From an optimization exercise on the open Yosys and OpenROAD flow, aimed at small area, a short achievable clock period and few clock cycles per item; shortcuts taken in it are not production practice.
In this exercise RTL edits were held to simulation tests only and were not proved equivalent to the original.

## flow/design.v (module list and top-level ports; edited modules follow where they fit)
// module logarithm: 1639 lines
// module log_fa: 4 lines
// module log_xor: 3 lines
// module log_maj: 3 lines
// module log_a22oi: 3 lines
// module log_and: 3 lines
// module log_nand: 3 lines
// module log_nor: 3 lines
// module log_inv: 3 lines
// module log_aoi21: 3 lines
// module log_oai21: 3 lines
// module log_xnor: 3 lines
// module log_or: 3 lines
module logarithm #(
	parameter n = 16,
	parameter m = 24,
	parameter k = 5 ,
	parameter p = 24
) (
	input        clk  ,  
	input        reset,  
	input        start,
	input  [0:n] x    ,
	output [1:p] y    ,
	output       done
);
  // ...
==> flow/flow/run.sh <==
#!/bin/bash
# Standard layout, with the smallest buffer on the ports instead of the
# delay buffer that buffer_ports picks by default.
set -e
export BUFFER_PORTS_ARGS="-buffer_cell sky130_fd_sc_hd__buf_1"
bash standard.sh finish > standard_flow.log 2>&1
==> flow/standard.sh <==
#!/bin/bash
# synth_recipe.tcl (not shown) runs the flow's synth.tcl, then flattens the netlist and writes it again
# the make line also repeats each setting of config.mk as NAME=value (left out here)
make -C /OpenROAD-flow-scripts/flow DESIGN_CONFIG=/design/flow/config.mk WORK_HOME=/design/flow/orfs CLKGATE_MAP_FILE= SYNTH_SCRIPT=/design/flow/synth_recipe.tcl "${@:-finish}"
==> flow/config.mk <==
export PLATFORM = sky130hd
export DESIGN_NAME = logarithm
export DESIGN_NICKNAME = logarithm
export VERILOG_FILES = /design/flow/design.v
export SDC_FILE = /design/flow/constraint.sdc
export NUM_CORES = 4
export LEC_CHECK = 0
export CAP_MARGIN = 20
export CORE_MARGIN = 2
export CORE_UTILIZATION = 40
export CTS_BUF_LIST = sky130_fd_sc_hd__clkbuf_4 sky130_fd_sc_hd__clkbuf_8
export SETUP_SLACK_MARGIN = 3.8
export SLEW_MARGIN = 60
export SYNTH_HIERARCHICAL = 1
export SYNTH_MINIMUM_KEEP_SIZE = 0
==> flow/constraint.sdc <==
create_clock -name core_clock -period 9.0 [get_ports {clk}]
set_input_delay 1.8000 -clock core_clock [delete_from_list [all_inputs] [get_ports {clk}]]
set_output_delay 1.8000 -clock core_clock [all_outputs]
set_load 0.01 [all_outputs]
==> reports/summary.json, run 1 <==
{
  "placed_design": {
    "dpl.cell_count": 1615,
    "placement_stage_cell_area_mm2": 0.0114,
    "preCtsSetupSlack_ps": 3550
  },
  "synthesis": {
    "syn-cell-area_mm2": 0.0110,
    "synth_cell_type_count": 49,
    "synth_area_leader_cell": "sky130_fd_sc_hd__fa_1",
    "synth_simple_gate_area_share_pct": 20.7
  },
  "cells_and_area": {
    "reg_top3": "f: 24 flops, sr: 22 flops, q: 3 flops",
    "seq_cells": 50,
    "layout_common_cells": "sky130_fd_sc_hd__nand2_1, sky130_fd_sc_hd__fa_1, sky130_fd_sc_hd__inv_1, sky130_fd_sc_hd__xor2_1, sky130_fd_sc_hd__nor2_1",
    "nNonClkInverters": 94,
    "multi_input_area_share_pct": 78.0
  },
  "floorplanning": {
    "die_height_um": 170
  },
  "detailed_routing": {
    "vias": 8625,
    "routed.top_layer": "met4"
  },
  "critical_path": {
    "critical_path.endpoint_type": "flip-flop",
    "r2r_cells": 18,
    "timing.critical_path.arrival_ps": 5190,
    "timing.rr.start": "f[19]"
  },
  "global_routing": {
    "grt_use_met1_pct": 28.7,
    "grt_max_degree": 31,
    "grt_antenna_before_repair": 0
  },
  "hold_path": {
    "whs_path_depth": 2
  },
  "timing": {
    "setup_tns_ps": 0,
    "clock_skew_ps": 15.2
  },
  "status": {
    "status": "complete, no violations"
  },
  "clock_tree": {
    "post_cts.resized_instances": 1
  }
}
Testbench counts, summed over its fixed seeds: cycles 38,400, items 1,600.
==> run 2: changes to the inputs <==
--- a/flow/design.v
+++ b/flow/design.v
@@ -7,16 +7,17 @@
 	input        clk  ,  
 	input        reset,  
 	input        start,
 	input  [0:n] x    ,
 	output [1:p] y    ,
 	output       done
 );
 	reg  [23:0] f;
+	reg  [24:0] r;           
 	wire s1;
 	wire c2;
 	wire s3;
 	wire c4;
 	wire s5;
 	wire c6;
 	wire s7;
 	wire c8;
@@ -1572,92 +1573,45 @@
 	log_xor u_sum45 (pp_[45], cy[45], t[45]);
 	log_xor u_sum46 (pp_[46], cy[46], t[46]);
 	log_xor u_sum47 (pp_[47], cy[47], t[47]);
 	log_xor u_sum48 (pp_[48], cy[48], t[48]);
 	log_xor u_sum49 (pp_[49], cy[49], t[49]);
 	assign t[23:0] = 24'd0;
 	wire [25:0] s  = t[49:24];
 	wire        b  = f >= 24'd6949351;
-	wire ge1 = f >= 24'd1518468;
-	wire ge2 = f >= 24'd3174369;
-	wire ge3 = f >= 24'd4980142;
-	wire ge4 = b;
-	wire ge5 = f >= 24'd9096789;
-	wire ge6 = f >= 24'd11438586;
-	wire ge7 = f >= 24'd13992335;
-	wire tb0 = ge4;
-	wire tb1 = (tb0 ? ge6 : ge2);
-	wire tb2 = (tb0 ? (tb1 ? ge7 : ge5) : (tb1 ? ge3 : ge1));
-	wire [2:0] tbits = {tb0, tb1, tb2};
-	reg  [21:0] sr;          
-	reg  [2:0] q;           
-	reg         dn;          
-	wire        last = sr[21] & ~dn;
-	wire        ld = dn;
+	wire        ld = r[24];
 	wire        sh = ~ld & b;    
 	wire        sk = ~ld & ~b;   
-	wire [23:0] fs;              
-	log_a22oi u_sel0 (sh, s[1], sk, s[0], fs[0]);
-	log_a22oi u_sel1 (sh, s[2], sk, s[1], fs[1]);
-	log_a22oi u_sel2 (sh, s[3], sk, s[2], fs[2]);
-	log_a22oi u_sel3 (sh, s[4], sk, s[3], fs[3]);
-	log_a22oi u_sel4 (sh, s[5], sk, s[4], fs[4]);
-	log_a22oi u_sel5 (sh, s[6], sk, s[5], fs[5]);
-	log_a22oi u_sel6 (sh, s[7], sk, s[6], fs[6]);
-	log_a22oi u_sel7 (sh, s[8], sk, s[7], fs[7]);
-	log_a22oi u_sel8 (sh, s[9], sk, s[8], fs[8]);
-	log_a22oi u_sel9 (sh, s[10], sk, s[9], fs[9]);
-	log_a22oi u_sel10 (sh, s[11], sk, s[10], fs[10]);
-	log_a22oi u_sel11 (sh, s[12], sk, s[11], fs[11]);
-	log_a22oi u_sel12 (sh, s[13], sk, s[12], fs[12]);
-	log_a22oi u_sel13 (sh, s[14], sk, s[13], fs[13]);
-	log_a22oi u_sel14 (sh, s[15], sk, s[14], fs[14]);
-	log_a22oi u_sel15 (sh, s[16], sk, s[15], fs[15]);
-	log_a22oi u_sel16 (sh, s[17], sk, s[16], fs[16]);
-	log_a22oi u_sel17 (sh, s[18], sk, s[17], fs[17]);
-	log_a22oi u_sel18 (sh, s[19], sk, s[18], fs[18]);
-	log_a22oi u_sel19 (sh, s[20], sk, s[19], fs[19]);
-	log_a22oi u_sel20 (sh, s[21], sk, s[20], fs[20]);
-	log_a22oi u_sel21 (sh, s[22], sk, s[21], fs[21]);
-	log_a22oi u_sel22 (sh, s[23], sk, s[22], fs[22]);
-	log_a22oi u_sel23 (sh, s[25], sk, s[23], fs[23]);
 	always @(posedge clk)
-		f <= ~fs | ({24{ld & x[0]}} & {x[1:n], {(m-n){1'b0}}});
+		f <= ({24{sh}} & {s[25], s[23:1]}) | ({24{sk}} & s[23:0]) |
+		     ({24{ld}} & {x[1:n], {(m-n){1'b0}}});
 	always @(posedge clk or negedge reset) begin
 		if (~reset)
-			dn <= 1'b1;
-		else if (start | last)
-			dn <= ~start;
+			r[24] <= 1'b1;
+		else if (start | ~r[24])
+			r[24] <= start ? 1'b0 : r[23];
 	end
 	always @(posedge clk) begin
-		if (start | (~dn & ~last))
-			sr <= start ? 22'd1 : {sr[20:0], b};
-		if (last)
-			q <= tbits;
+		if (start | ~r[24])
+			r[23:0] <= start ? 24'd1 : {r[22:0], b & x[0]};
 	end
-	assign done = dn;
-	assign y    = {sr[20:0], q};
+	assign done = r[24];
+	assign y    = r[23:0];
 endmodule
 module log_fa (input a, input b, input c, output s, output co);
 	assign s  = a ^ b ^ c;
 	assign co = (a & b) | (a & c) | (b & c);
 endmodule
 module log_xor (input a, input b, output y);
 	assign y = a ^ b;
 endmodule
 module log_maj (input a, input b, input c, output y);
 	assign y = (a & b) | (a & c) | (b & c);
 endmodule
-module log_a22oi (input a, input b, input c, input d, output y);
-	assign y = ~((a & b) | (c & d));
-endmodule
-module log_and (input a, input b, output y);
-	assign y = a & b;
-endmodule
 module log_nand (input a, input b, output y);
 	assign y = ~(a & b);
 endmodule
 module log_nor (input a, input b, output y);
 	assign y = ~(a | b);
 endmodule
 module log_inv (input a, output y);
 	assign y = ~a;
--- a/flow/config.mk
+++ b/flow/config.mk
@@ -4,12 +4,13 @@
 export VERILOG_FILES = /design/flow/design.v
 export SDC_FILE = /design/flow/constraint.sdc
 export NUM_CORES = 4
 export LEC_CHECK = 0
 export CAP_MARGIN = 20
 export CORE_MARGIN = 2
 export CORE_UTILIZATION = 40
 export CTS_BUF_LIST = sky130_fd_sc_hd__clkbuf_4 sky130_fd_sc_hd__clkbuf_8
+export PLACE_DENSITY = 0.75
 export SETUP_SLACK_MARGIN = 3.8
 export SLEW_MARGIN = 60
 export SYNTH_HIERARCHICAL = 1
 export SYNTH_MINIMUM_KEEP_SIZE = 0
==> reports/summary.json, run 2 <==
{
  "placed_design": {
    "dp_hpwl_um": 19500,
    "gp_congestion": 0.866,
    "preCtsSetupSlack": {"value": 3800, "unit": "ps", "change": "+255 ps"},
    "buffer_ports.inserted": 44
  },
  "critical_path": {
    "timing.critical_path.arrival": {"value": 5180, "unit": "ps", "change": "about the same"},
    "setup.worst_path.class": "reg -> reg",
    "critical_path.endpoint_type": "flip-flop",
    "startpoint_type": "flip-flop",
    "worst-path-buf-inv": 2,
    "timing.critical_path.slowest_cell_delay_ps": 520,
    "critical_path.slowest_cell": "sky130_fd_sc_hd__fa_1",
    "worst_path_maximum_fanout": 26,
    "worst-endpoint-required_ps": 9250,
    "cpLargestDelayFamily": "adder cells",
    "critical_path.most_common_cell": "sky130_fd_sc_hd__fa_1",
    "sequence_of_cells_on_the_critical_path": "buf_4 -> nand2_1 -> fa_1 -> fa_1 -> fa_1 -> fa_1 -> maj3_2 -> nand2_1 -> nand2_1 -> nor2_1 -> nand2_2 -> nor2_1 -> a21oi_4 -> buf_12 -> o21ai_1 -> xor2_1 -> o21ai_0 -> a21oi_1"
  },
  "timing": {
    "setup_tns": {"value": 0, "unit": "ps", "change": "unchanged"},
    "rsz0062_at_grt": "no",
    "timing.final.hold_violations": 0,
    "maxSlewViolCount": 0,
    "finalSetupViolations": 0,
    "fmax_mhz": 203,
    "final_period_minus_worst_setup_slack_ps": 4930,
    "actual_slew_at_the_worst_max_slew_pin_ps": 565,
    "hold_ws_ps": 540,
    "final_critical_path_setup_slack_ps": 4070,
    "slew-limit-headroom_pct": 62.3,
    "period_share_pct": 54.8,
    "clock_skew": {"value": 9.81, "unit": "ps", "change": "-5.42 ps"}
  },
  "clock_tree": {
    "cts-hold-fix-buffers": 0,
    "cts_sinks": 49,
    "total_clock_buffers_created_by_cts": 5,
    "tritoncts": "done",
    "latest_clock_arrival_within_the_worst_skew_pair_ps": 320,
    "max-clock-path-buffers": 2,
    "clk_pin_slew_worst_paths_ps": 110,
    "cts_htree_levels": 2,
    "clock-root-buffer": "sky130_fd_sc_hd__clkbuf_8"
  },
  "synthesis": {
    "synthesis.area_per_instance_um2": 8.41,
    "synthFlopType": "sky130_fd_sc_hd__edfxtp_1",
    "netlist_top_cells_count": "sky130_fd_sc_hd__nand2_1, sky130_fd_sc_hd__fa_1, sky130_fd_sc_hd__xor2_1, sky130_fd_sc_hd__inv_1, sky130_fd_sc_hd__nor2_1",
    "synth_cell_type_count": {"value": 33, "change": "-33%"},
    "synth_top_cell_area_share_pct": 39.7,
    "synth_area_leader_cell": "sky130_fd_sc_hd__fa_1",
    "synth_async_sr_flop_share_pct": 2.04,
    "count_of_state_elements_after_synthesis": 49,
    "syn-cell-area": {"value": 0.0105, "unit": "mm²", "change": "-4.2%"},
    "yosys_warnings": 7,
    "synth.most_common_cell": "sky130_fd_sc_hd__nand2_1",
    "post_synthesis_cell_count": 1253,
    "synth-edff-count": 24,
    "synth_area_leaders": "sky130_fd_sc_hd__fa_1, sky130_fd_sc_hd__nand2_1, sky130_fd_sc_hd__xor2_1",
    "synth_seq_area_share_pct": 11.6
  },
  "global_routing": {
    "met3_demand_to_capacity_share_in_global_routing_pct": 3.60,
    "grt_max_degree": {"value": 44, "change": "+42%"},
    "wire_length_of_the_first_global_routing_pass_um": 44100,
    "grt_pass1_vias": 9128,
    "grt_use_met1": {"value": 24.8, "unit": "%", "change": "-4.0 points"},
    "grt_usage_pct": 19.4,
    "globalRoute.totalOverflow": 0,
    "use_met2_pct": 33.8,
    "top_usage_layer": "met2",
    "grt_antenna_before_repair": {"value": 0, "change": "unchanged"}
  },
  "cells_and_area": {
    "num-nets-final": 1473,
    "fill_cells": 2527,
    "final_common_cell": "sky130_fd_sc_hd__nand2_1",
    "max_ffs_per_register": 25,
    "num_antenna_cells": 0,
    "post_route_cells_drive_above_1_share_pct": 9.80,
    "areaGrowthSynthToFinish_pct": 6.35,
    "layout_common_cells": "sky130_fd_sc_hd__nand2_1, sky130_fd_sc_hd__fa_1, sky130_fd_sc_hd__xor2_1, sky130_fd_sc_hd__inv_1, sky130_fd_sc_hd__nor2_1",
    "reg_top3": "r: 25 flops, f: 24 flops",
    "largest-register": "r"
  },
  "status": {
    "status": "complete, no violations"
  },
  "hold_path": {
    "holdCritPathClass": "reg -> reg"
  },
  "detailed_routing": {
    "via_per_inst": 5.42,
    "drt_iter0_markers": 709,
    "first_pass_iteration_count_of_the_detailed_router": 5,
    "routedWlPerCell_um": 16.8,
    "postRouteWirelength_um": 26500,
    "drtAntennaViolNets": 0,
    "remaining_drc_errors": 0,
    "vias": {"value": 8564, "change": "-0.71%"}
  },
  "floorplanning": {
    "core_area_mm2": 0.0260,
    "initial_core_util_pct": 40.6,
    "ios": 45,
    "chipWidth_um": 166,
    "die_area_mm2": 0.0277,
    "row_count": 59,
    "die_height": {"value": 166, "unit": "µm", "change": "-2.1%"}
  },
  "run": {
    "drv_cap": 0
  }
}
run 2: kinds of logic after synthesis:
group / synth area share, %
other: 0.0356
XOR/XNOR: 9.56
buffers and inverters: 6.30
adder cells (fa/ha/maj): 42.1
flip-flops: 11.6
AND/OR/NAND/NOR: 20.4
AO/OA/AOI/OAI: 10.0
run 2: repair_timing:
item | in CTS | in global routing
resized for setup | 0 | 13
endpoints found under the setup margin | 3 | 17
setup buffers | 1 | 0
run 2: worst paths after layout:
| kind | from | endpoint | slack (ps) | cells after the start |
|---|---|---|---|---|
| min | r[23] | r[24] | 540 | 2 |
| min reg2reg | r[23] | r[24] | 540 | 2 |
| max reg2reg | f[18] | f[22] | 4070 | 18 |
| max | f[18] | f[22] | 4070 | 18 |
| min in group asynchronous | reset | r[24] | 1400 | 1 |
| max in group asynchronous | reset | r[24] | 7580 | 1 |
run 2: metal layers:
metal / wire length, µm / vias up / share of wire, %
li1: - / 3856 / -
met1: 10700 / 4290 / 41
met2: 13200 / 369 / 50
met3: 1980 / 49 / 7.5
met4: 597 / 0 / 2.3
met5: 0 / - / 0
run 2: worst min-delay path: stages, from the launching register on:
cell                       delay [ps]
sky130_fd_sc_hd__edfxtp_1         360
sky130_fd_sc_hd__nor2_1            50
sky130_fd_sc_hd__nor2_1            90
run 2: per-module statistics from Yosys, one instance, submodules excluded, a selection:
module / copies in the design / cells / flip-flops and latches
logarithm: 1 / 595 / 49
log_oai21: 52 / 1 / 0
log_xnor: 22 / 1 / 0
log_inv: 53 / 1 / 0
log_maj: 22 / 1 / 0
log_xor: 69 / 1 / 0
log_or: 22 / 1 / 0
log_nand: 83 / 1 / 0
log_nor: 78 / 1 / 0
log_fa: 209 / 1 / 0
run 2: area by class of cell:
cell class              count  area, µm²  area share [%]
clock buffers               5       68.8           0.614
clock inverters             3       50.0           0.447
inverters                  85        319            2.85
multi-input cells        1041       8750            78.0
flip-flops and latches     49       1280            11.4
well taps                 335        419            3.74
repair buffers             62        328            2.92
run 2: per-stage QoR:
stage          utilization [%]  area [µm²]  cells
2_1_floorplan                -       10600   1258
3_3_place_gp              42.0       10900   1569
3_5_place_dp              42.3       11000   1571
4_1_cts                   42.8       11100   1580
5_1_grt                   43.1       11200   1580
6_report                  43.1       11200   1580
Testbench counts of run 2, summed over its fixed seeds: cycles 41,600, items 1,600.
==> run 3: changes to the inputs <==
--- a/flow/config.mk
+++ b/flow/config.mk
@@ -11,3 +11,2 @@
 export CTS_BUF_LIST = sky130_fd_sc_hd__clkbuf_4 sky130_fd_sc_hd__clkbuf_8
-export PLACE_DENSITY = 0.75
 export SETUP_SLACK_MARGIN = 3.8
==> reports/summary.json, run 3 <==
{
  "cells_and_area": {
    "post_route_cells_drive_above_1_share": {"value": 10.3, "unit": "%", "change": "+0.49 points"},
    "largest-register": "r",
    "finalCoreUtilization": {"value": 43.4, "unit": "%", "change": "+0.24 points"},
    "num_antenna_cells": {"value": 0, "change": "unchanged"},
    "num-nets-final": {"value": 1482, "change": "+0.61%"},
    "reg_top3": "r: 25 flops, f: 24 flops",
    "final_common_cell": "sky130_fd_sc_hd__nand2_1",
    "multi_input_comb_area": {"value": 0.00875, "unit": "mm²", "change": "about the same"},
    "fill_cells": {"value": 2594, "change": "+2.7%"},
    "areaGrowthSynthToFinish_pct": 6.93,
    "regArea": {"value": 0.00126, "unit": "mm²", "change": "-0.88%"},
    "layout_common_cells": "sky130_fd_sc_hd__nand2_1, sky130_fd_sc_hd__fa_1, sky130_fd_sc_hd__xor2_1, sky130_fd_sc_hd__inv_1, sky130_fd_sc_hd__nor2_1",
    "final_design_area_no_fill": {"value": 0.0113, "unit": "mm²", "change": "+0.55%"},
    "max_ffs_per_register": {"value": 25, "change": "unchanged"}
  },
  "synthesis": {
    "count_of_state_elements_after_synthesis": {"value": 49, "change": "unchanged"},
    "synth_async_sr_flop_share": {"value": 2.04, "unit": "%", "change": "unchanged"},
    "synthFlopType": "sky130_fd_sc_hd__edfxtp_1",
    "synth-edff-count": {"value": 24, "change": "unchanged"},
    "syn-cell-area": {"value": 0.0105, "unit": "mm²", "change": "unchanged"},
    "yosys_warnings": {"value": 7, "change": "unchanged"},
    "synth.most_common_cell": "sky130_fd_sc_hd__nand2_1",
    "synth_cell_type_count": {"value": 33, "change": "unchanged"},
    "synth_seq_area_share": {"value": 11.6, "unit": "%", "change": "unchanged"},
    "synthesis.area_per_instance": {"value": 8.41, "unit": "µm²", "change": "unchanged"},
    "synth_area_leader_cell": "sky130_fd_sc_hd__fa_1",
    "synth_top_cell_area_share": {"value": 39.7, "unit": "%", "change": "unchanged"},
    "post_synthesis_cell_count": {"value": 1253, "change": "unchanged"},
    "netlist_top_cells_count": "sky130_fd_sc_hd__nand2_1, sky130_fd_sc_hd__fa_1, sky130_fd_sc_hd__xor2_1, sky130_fd_sc_hd__inv_1, sky130_fd_sc_hd__nor2_1",
    "synth_area_leaders": "sky130_fd_sc_hd__fa_1, sky130_fd_sc_hd__nand2_1, sky130_fd_sc_hd__xor2_1"
  },
  "timing": {
    "period_share": {"value": 54.0, "unit": "%", "change": "-0.76 points"},
    "clock_skew": {"value": 12.8, "unit": "ps", "change": "+2.98 ps"},
    "final_period_minus_worst_setup_slack": {"value": 4860, "unit": "ps", "change": "-68.2 ps"},
    "timing.final.hold_violations": {"value": 0, "change": "unchanged"},
    "fmax": {"value": 206, "unit": "MHz", "change": "+1.4%"},
    "actual_slew_at_the_worst_max_slew_pin": {"value": 517, "unit": "ps", "change": "-47.8 ps"},
    "final_critical_path_setup_slack": {"value": 4140, "unit": "ps", "change": "+68.2 ps"},
    "maxSlewViolCount": {"value": 0, "change": "unchanged"},
    "setup_tns": {"value": 0, "unit": "ps", "change": "unchanged"},
    "finalSetupViolations": {"value": 0, "change": "unchanged"},
    "rsz0062_at_grt": "no",
    "slew-limit-headroom": {"value": 65.5, "unit": "%", "change": "+3.2 points"}
  },
  "floorplanning": {
    "die_area": {"value": 0.0277, "unit": "mm²", "change": "unchanged"},
    "ios": {"value": 45, "change": "unchanged"},
    "initial_core_util": {"value": 40.6, "unit": "%", "change": "unchanged"},
    "row_count": {"value": 59, "change": "unchanged"},
    "core_area": {"value": 0.0260, "unit": "mm²", "change": "unchanged"},
    "die_height": {"value": 166, "unit": "µm", "change": "unchanged"},
    "chipWidth": {"value": 166, "unit": "µm", "change": "unchanged"}
  },
  "critical_path": {
    "timing.critical_path.arrival": {"value": 5110, "unit": "ps", "change": "-70 ps"},
    "worst-endpoint-required": {"value": 9250, "unit": "ps", "change": "about the same"},
    "critical_path.slowest_cell": "sky130_fd_sc_hd__fa_1",
    "sequence_of_cells_on_the_critical_path": "buf_6 -> nand2_1 -> fa_1 -> fa_1 -> fa_1 -> maj3_2 -> fa_1 -> nor2_1 -> a21oi_2 -> o21ai_2 -> a21oi_2 -> o21ai_1 -> a21oi_4 -> buf_6 -> o21ai_1 -> xor2_1 -> a31oi_1 -> a21oi_1",
    "startpoint_type": "flip-flop",
    "worst-path-buf-inv": {"value": 2, "change": "unchanged"},
    "setup.worst_path.class": "reg -> reg",
    "worst_path_maximum_fanout": {"value": 26, "change": "unchanged"},
    "cpLargestDelayFamily": "adder cells",
    "critical_path.most_common_cell": "sky130_fd_sc_hd__fa_1",
    "timing.critical_path.slowest_cell_delay": {"value": 580, "unit": "ps", "change": "+60 ps"},
    "critical_path.endpoint_type": "flip-flop"
  },
  "clock_tree": {
    "max-clock-path-buffers": {"value": 2, "change": "unchanged"},
    "clk_pin_slew_worst_paths": {"value": 110, "unit": "ps", "change": "about the same"},
    "total_clock_buffers_created_by_cts": {"value": 5, "change": "unchanged"},
    "clock-root-buffer": "sky130_fd_sc_hd__clkbuf_8",
    "cts-hold-fix-buffers": {"value": 0, "change": "unchanged"},
    "cts_sinks": {"value": 49, "change": "unchanged"},
    "latest_clock_arrival_within_the_worst_skew_pair": {"value": 310, "unit": "ps", "change": "about the same"},
    "cts_htree_levels": {"value": 2, "change": "unchanged"},
    "tritoncts": "done"
  },
  "placed_design": {
    "placement_stage_cell_area": {"value": 0.0110, "unit": "mm²", "change": "+0.47%"},
    "dp_hpwl": {"value": 20600, "unit": "µm", "change": "+5.5%"},
    "buffer_ports.inserted": {"value": 44, "change": "unchanged"},
    "preCtsSetupSlack": {"value": 3640, "unit": "ps", "change": "-163 ps"},
    "gp_congestion": {"value": 0.806, "change": "-7.0%"}
  },
  "detailed_routing": {
    "drt_iter0_markers": {"value": 434, "change": "-39%"},
    "postRouteWirelength": {"value": 27500, "unit": "µm", "change": "+3.9%"},
    "routedWlPerCell": {"value": 17.3, "unit": "µm", "change": "+3.3%"},
    "detailroute.wirelength.met2": {"value": 13800, "unit": "µm", "change": "+4.7%"},
    "vias": {"value": 8297, "change": "-3.1%"},
    "wl_met1": {"value": 11900, "unit": "µm", "change": "+11%"},
    "drtAntennaViolNets": {"value": 0, "change": "unchanged"},
    "via_per_inst": {"value": 5.22, "change": "-3.7%"},
    "first_pass_iteration_count_of_the_detailed_router": {"value": 5, "change": "unchanged"},
    "remaining_drc_errors": {"value": 0, "change": "unchanged"},
    "wl_met3": {"value": 1320, "unit": "µm", "change": "-33%"},
    "routed.top_layer": "met4"
  },
  "run": {
    "drv_cap": {"value": 0, "change": "unchanged"}
  },
  "global_routing": {
    "globalRoute.totalOverflow": {"value": 0, "change": "unchanged"},
    "grt_pass1_vias": {"value": 8859, "change": "-2.9%"},
    "grt_antenna_before_repair": {"value": 0, "change": "unchanged"},
    "grt_max_degree": {"value": 44, "change": "unchanged"},
    "grt_usage": {"value": 20.8, "unit": "%", "change": "+1.4 points"},
    "wire_length_of_the_first_global_routing_pass": {"value": 46400, "unit": "µm", "change": "+5.2%"}
  },
  "status": {
    "status": "complete, no violations"
  },
  "hold_path": {
    "holdCritPathClass": "reg -> reg"
  }
}
==> run 3: worst reg2reg max path: cells and delay by family, from the launching register on <==
family	cells	cell delay, ps
fa+ha+maj	5	2290
compound gates	8	1190
buf+inv	2	420
flops	1	340
simple gates	2	340
xor+xnor	1	210
==> run 3: stage by stage <==
stage | cells | hold slack, ps
6_report | 1589 | 561
5_1_grt | 1589 | 600
4_1_cts | 1586 | 563
3_5_place_dp | 1577 | 540
3_3_place_gp | 1574 | 516
2_1_floorplan | 1258 | 535
==> run 3: cells by family after synthesis <==
family	after synthesis	synth area share, %
adders and majority gates	231	42.1
and+or+nand+nor	520	20.4
xor gates and xnor gates	115	9.56
other	1	0.0356
AOI/OAI and AO/OA	169	10.0
DFF	49	11.6
buffers and inverters	168	6.30
==> run 3: final cells by class <==
class,instances,area share [%]
Clock buffer,5,0.611
Clock inverter,3,0.155
Inverter,85,2.83
Multi-Input combinational cell,1041,77.7
Sequential cell,49,11.2
Tap cell,335,3.72
Timing Repair Buffer,71,3.81
==> run 3: metal layers <==
metal / track usage, % / vias up
li1: - / 3873
met1: 27.6 / 4173
met2: 36.7 / 215
met3: 2.55 / 36
met4: 4.31 / 0
met5: 0 / -
==> run 3: path summary, 6_finish.rpt <==
| kind | cells past startpoint | endpoint | slack, ps | from |
|---|---|---|---|---|
| max | 18 | f[10] | 4140 | f[18] |
| min | 2 | r[24] | 560 | r[23] |
| max reg2reg | 18 | f[10] | 4140 | f[18] |
| min reg2reg | 2 | r[24] | 560 | r[23] |
| max in group asynchronous | 1 | r[24] | 7580 | reset |
| min in group asynchronous | 1 | r[24] | 1410 | reset |
==> run 3: timing repair <==
item	in CTS	in global routing
hold endpoints to repair	0	0
endpoints found under the setup margin	17	18
resized for setup	4	21
buffers inserted	1	3
==> run 3: Yosys stat by module (local to each module, per instance) <==
module	cell area (µm²)	cells	copies in the design	flops+latches
log_xnor	8.76	1	22	0
log_nand	3.75	1	83	0
log_or	6.26	1	22	0
log_aoi21	8.76	1	48	0
log_xor	8.76	1	69	0
logarithm	3690	595	1	49
log_inv	3.75	1	53	0
log_nor	3.75	1	78	0
log_fa	20.0	1	209	0
log_maj	11.3	1	22	0
log_oai21	5.00	1	52	0

## static timing again, ports no longer ideal
How much do the figures lean on ideal ports? The routed layouts below were timed once more, with nothing changed but the port constraints.
Step 1 sets driving cells, clkbuf_16 on the clock port and buf_2 on the other inputs (assumed; they add their load-dependent delay and slew).
Step 2 moves the port delays by t, midway between the first and last clock arrival at a register: inputs arrive t later, outputs are due t later. That takes back most of the time a late clock gives input paths.
a / b / c = ideal ports / drivers / drivers and shift; a / b = the first two.
| run | shift t [ns] | setup slack, ns | worst setup path after step 2 | worst register clock-pin slew, ns |
|---|---|---|---|---|
| run 1 | 0.350 | 4.080 / 4.080 / 4.080 | register to register | 0.11 / 0.11 |
| run 2 | 0.340 | 4.068 / 4.068 / 4.068 | register to register | 0.11 / 0.11 |
| run 3 | 0.335 | 4.137 / 4.137 / 4.137 | register to register | 0.11 / 0.11 |
After both steps every run listed still meets setup and hold.
